What follows belongs to an exercise in optimizing a design on an open flow for small area, a short achievable clock period and few clock cycles; a production flow would make more cautious choices.
Function was checked by simulation only, so behaviour that the tests miss may differ from the original.

## mod_mult_m_23
module mod_mult_m_23 (
  input  wire        clk,
  input  wire        rst,
  input  wire        in_valid,
  input  wire [22:0] input_data0,
  input  wire [22:0] input_data1,
  output wire        out_valid,
  output reg  [22:0] output_data
);
  reg [22:0] a_r;
  reg [4:0] valid_pipe;
  reg be2;
  reg be3;
  reg be4;
  wire p5;
  wire p6;
  wire p8;
  wire p10;
  wire p12;
  wire p14;
  wire p16;
  wire p18;
  wire p20;
  wire p22;
  wire p24;
  wire p26;
  wire p28;
  wire p30;
  wire p32;
  wire p34;
  wire p36;
  wire p38;
  wire p40;
  wire p42;
  wire p44;
  wire p46;
  wire p48;
  wire p50;
  reg be53;
  reg be54;
  reg be55;
  wire p56;
  wire p57;
  wire p59;
  wire p61;
  wire p63;
  wire p65;
  wire p67;
  wire p69;
  wire p71;
  wire p73;
  wire p75;
  wire p77;
  wire p79;
  wire p81;
  wire p83;
  wire p85;
  wire p87;
  wire p89;
  wire p91;
  wire p93;
  wire p95;
  wire p97;
  ...
Settings: LEC_CHECK=0, CAP_MARGIN=5, CORE_MARGIN=2, CORE_UTILIZATION=50, GPL_ROUTABILITY_DRIVEN=0, SETUP_SLACK_MARGIN=4.4, SLEW_MARGIN=5, SYNTH_HIERARCHICAL=1; clock period 7.5 ns.
standard.sh (not shown) runs the stock make flow with config.mk's settings and CLKGATE_MAP_FILE= SYNTH_SCRIPT=/design/flow/synth_recipe.tcl, a recipe that flattens the netlist after the stock synthesis.
==> flow/flow/run.sh <==
#!/bin/bash
# Own flow: the standard synthesis, then every combinational cell set to its
# smallest drive strength (timing repair upsizes where the margin needs it), then
# the standard layout with port buffers of the smallest buffer cell.
set -euo pipefail
bash standard.sh synth > synth.log 2>&1
R=orfs/results/sky130hd/mod_mult_m_23/base
cp $R/1_2_yosys.v 1_2_yosys.orig.v
python3 flow/downsize.py $R/1_2_yosys.v $FLOW_HOME/platforms/sky130hd/lib/sky130_fd_sc_hd__tt_025C_1v80.lib > downsize.log 2>&1
rm -f $R/1_synth.odb $R/1_synth.sdc
bash standard.sh "BUFFER_PORTS_ARGS=-buffer_cell sky130_fd_sc_hd__buf_1" finish > layout.log 2>&1
==> flow/flow/downsize.py <==
#!/usr/bin/env python3
"""Set every combinational cell of the synthesized netlist to its smallest drive
strength (same function and pins); timing repair later upsizes where needed.
Flip-flops and other sequential cells are left as synthesis made them.
usage: downsize.py NETLIST LIBERTY"""
import re, sys
net, lib = sys.argv[1], sys.argv[2]
lt = open(lib).read()
cells = set(re.findall(r'cell\s*\(\s*"?(sky130_fd_sc_hd__\w+?)"?\s*\)', lt))
seq = set(m for m in cells if re.search(r'__(df|dl|sdf|edf|sdl|lpflow|clk|probe|conb|tap|fill|decap|diode)', m))
txt = open(net).read()
count = {}
def repl(m):
    base, drv = m.group(1), m.group(2)
    full = base + '_' + drv
    if full in seq or base + '_1' in seq:
        return m.group(0)
    for small in ('0', '1'):
        cand = base + '_' + small
        if cand in cells and cand != full and int(small) < int(drv):
            count[full + '->' + cand] = count.get(full + '->' + cand, 0) + 1
            return cand + m.group(3)
    return m.group(0)
txt2 = re.sub(r'\b(sky130_fd_sc_hd__[a-z0-9]+?)_(\d+)(\s+[\\\w])', repl, txt)
open(net, 'w').write(txt2)
for k, v in sorted(count.items()):
    print(v, k)
The baseline completed without violations.
Testbench counts at the start, summed over its fixed seeds: cycles 24,040.
==> next run, changes <==
--- a/flow/config.mk
+++ b/flow/config.mk
@@ -8 +8 @@
-export CAP_MARGIN = 5
+export CAP_MARGIN = 20
@@ -10,2 +10 @@
-export CORE_UTILIZATION = 50
-export GPL_ROUTABILITY_DRIVEN = 0
+export CORE_UTILIZATION = 45
@@ -13 +12 @@
-export SLEW_MARGIN = 5
+export SLEW_MARGIN = 20
=>
- The changed run finished with timing, DRC and antenna clean
- sequential cell count is unchanged
- worst setup slack loses 0.030 ns
- wire length fell by 2.9%
- die area grows by 11%
- clock-buffer cell count rises by 4
- core utilization goes down by 6.4 points
==> next run, changes <==
--- a/flow/config.mk
+++ b/flow/config.mk
@@ -10 +10,2 @@
-export CORE_UTILIZATION = 45
+export CORE_UTILIZATION = 50
+export CTS_BUF_LIST = sky130_fd_sc_hd__clkbuf_4 sky130_fd_sc_hd__clkbuf_8
What happened: Die area fell by about 10%; synthesized area stays the same; clock skew rose by 0.0083 ns; hold slack gets better by 0.0035 ns; design area hardly moves; setup slack gets better by 0.036 ns.
==> next run, changes <==
--- a/flow/config.mk
+++ b/flow/config.mk
@@ -11,2 +11 @@
-export CTS_BUF_LIST = sky130_fd_sc_hd__clkbuf_4 sky130_fd_sc_hd__clkbuf_8
-export SETUP_SLACK_MARGIN = 4.4
+export SETUP_SLACK_MARGIN = 4.2
Routed wire length decreases by about 1.4%.
Cell count came out lower by 1.5%.
Utilization falls by 0.41 points.
Cell area fell by about 0.7%.
Via count went down by 1.2%.
Count of clock-buffer cells in the layout came out lower by 26.
Clock skew goes down by 0.0046 ns.
Synthesized area does not change.
==> next run, changes <==
--- a/flow/config.mk
+++ b/flow/config.mk
@@ -8 +8 @@
-export CAP_MARGIN = 20
+export CAP_MARGIN = 5
@@ -11,2 +11,2 @@
-export SETUP_SLACK_MARGIN = 4.2
-export SLEW_MARGIN = 20
+export SETUP_SLACK_MARGIN = 4.4
+export SLEW_MARGIN = 5
After rerunning: Synthesized cell count stays the same. Flip-flop and latch count does not change. Area after synthesis does not change. Final cell count hardly moves. Routed wire length went down slightly. Worst hold slack is about the same. Core utilization rose by 0.13 points.
==> next run, changes <==
--- a/flow/config.mk
+++ b/flow/config.mk
@@ -8 +8 @@
-export CAP_MARGIN = 5
+export CAP_MARGIN = 20
@@ -12 +12 @@
-export SLEW_MARGIN = 5
+export SLEW_MARGIN = 20
Synthesized area does not change; cell area climbs by 0.52%; critical path depth stays the same; die area does not change; final cell count hardly moves; wire length grows by 1.0%; sequential cell count does not change; setup slack improves by 0.0049 ns; clock skew increases by 0.0093 ns; via count came out higher by 0.94%.

afterwards: timing with drivers on the ports:
How much do the figures lean on ideal ports? The routed layouts below were timed once more, with nothing changed but the port constraints. Step 1 assumes that a clkbuf_16 drives the clock port and a buf_2 every other input. Step 2 adds t to the input delays and takes it off the output delays; t is the mean of the earliest and latest rising clock arrival at the registers after step 1. Input paths then give back, and output paths get back, about the clock's delay inside the block. a / b / c = no drivers / after step 1 / after step 2; a / b = the first two.
run	t, ns	setup slack, ns	pins driven straight from the clock port
the first run	0.597	4.458 / 4.458 / 4.458	1
the second run	0.599	4.429 / 4.429 / 4.429	1
the third run	0.692	4.464 / 4.464 / 4.464	1
the fourth run	0.605	4.354 / 4.354 / 4.354	1
the fifth run	0.599	4.441 / 4.441 / 4.441	1
the sixth run	0.601	4.446 / 4.446 / 4.446	1
After both steps setup and hold are still met in every run listed.
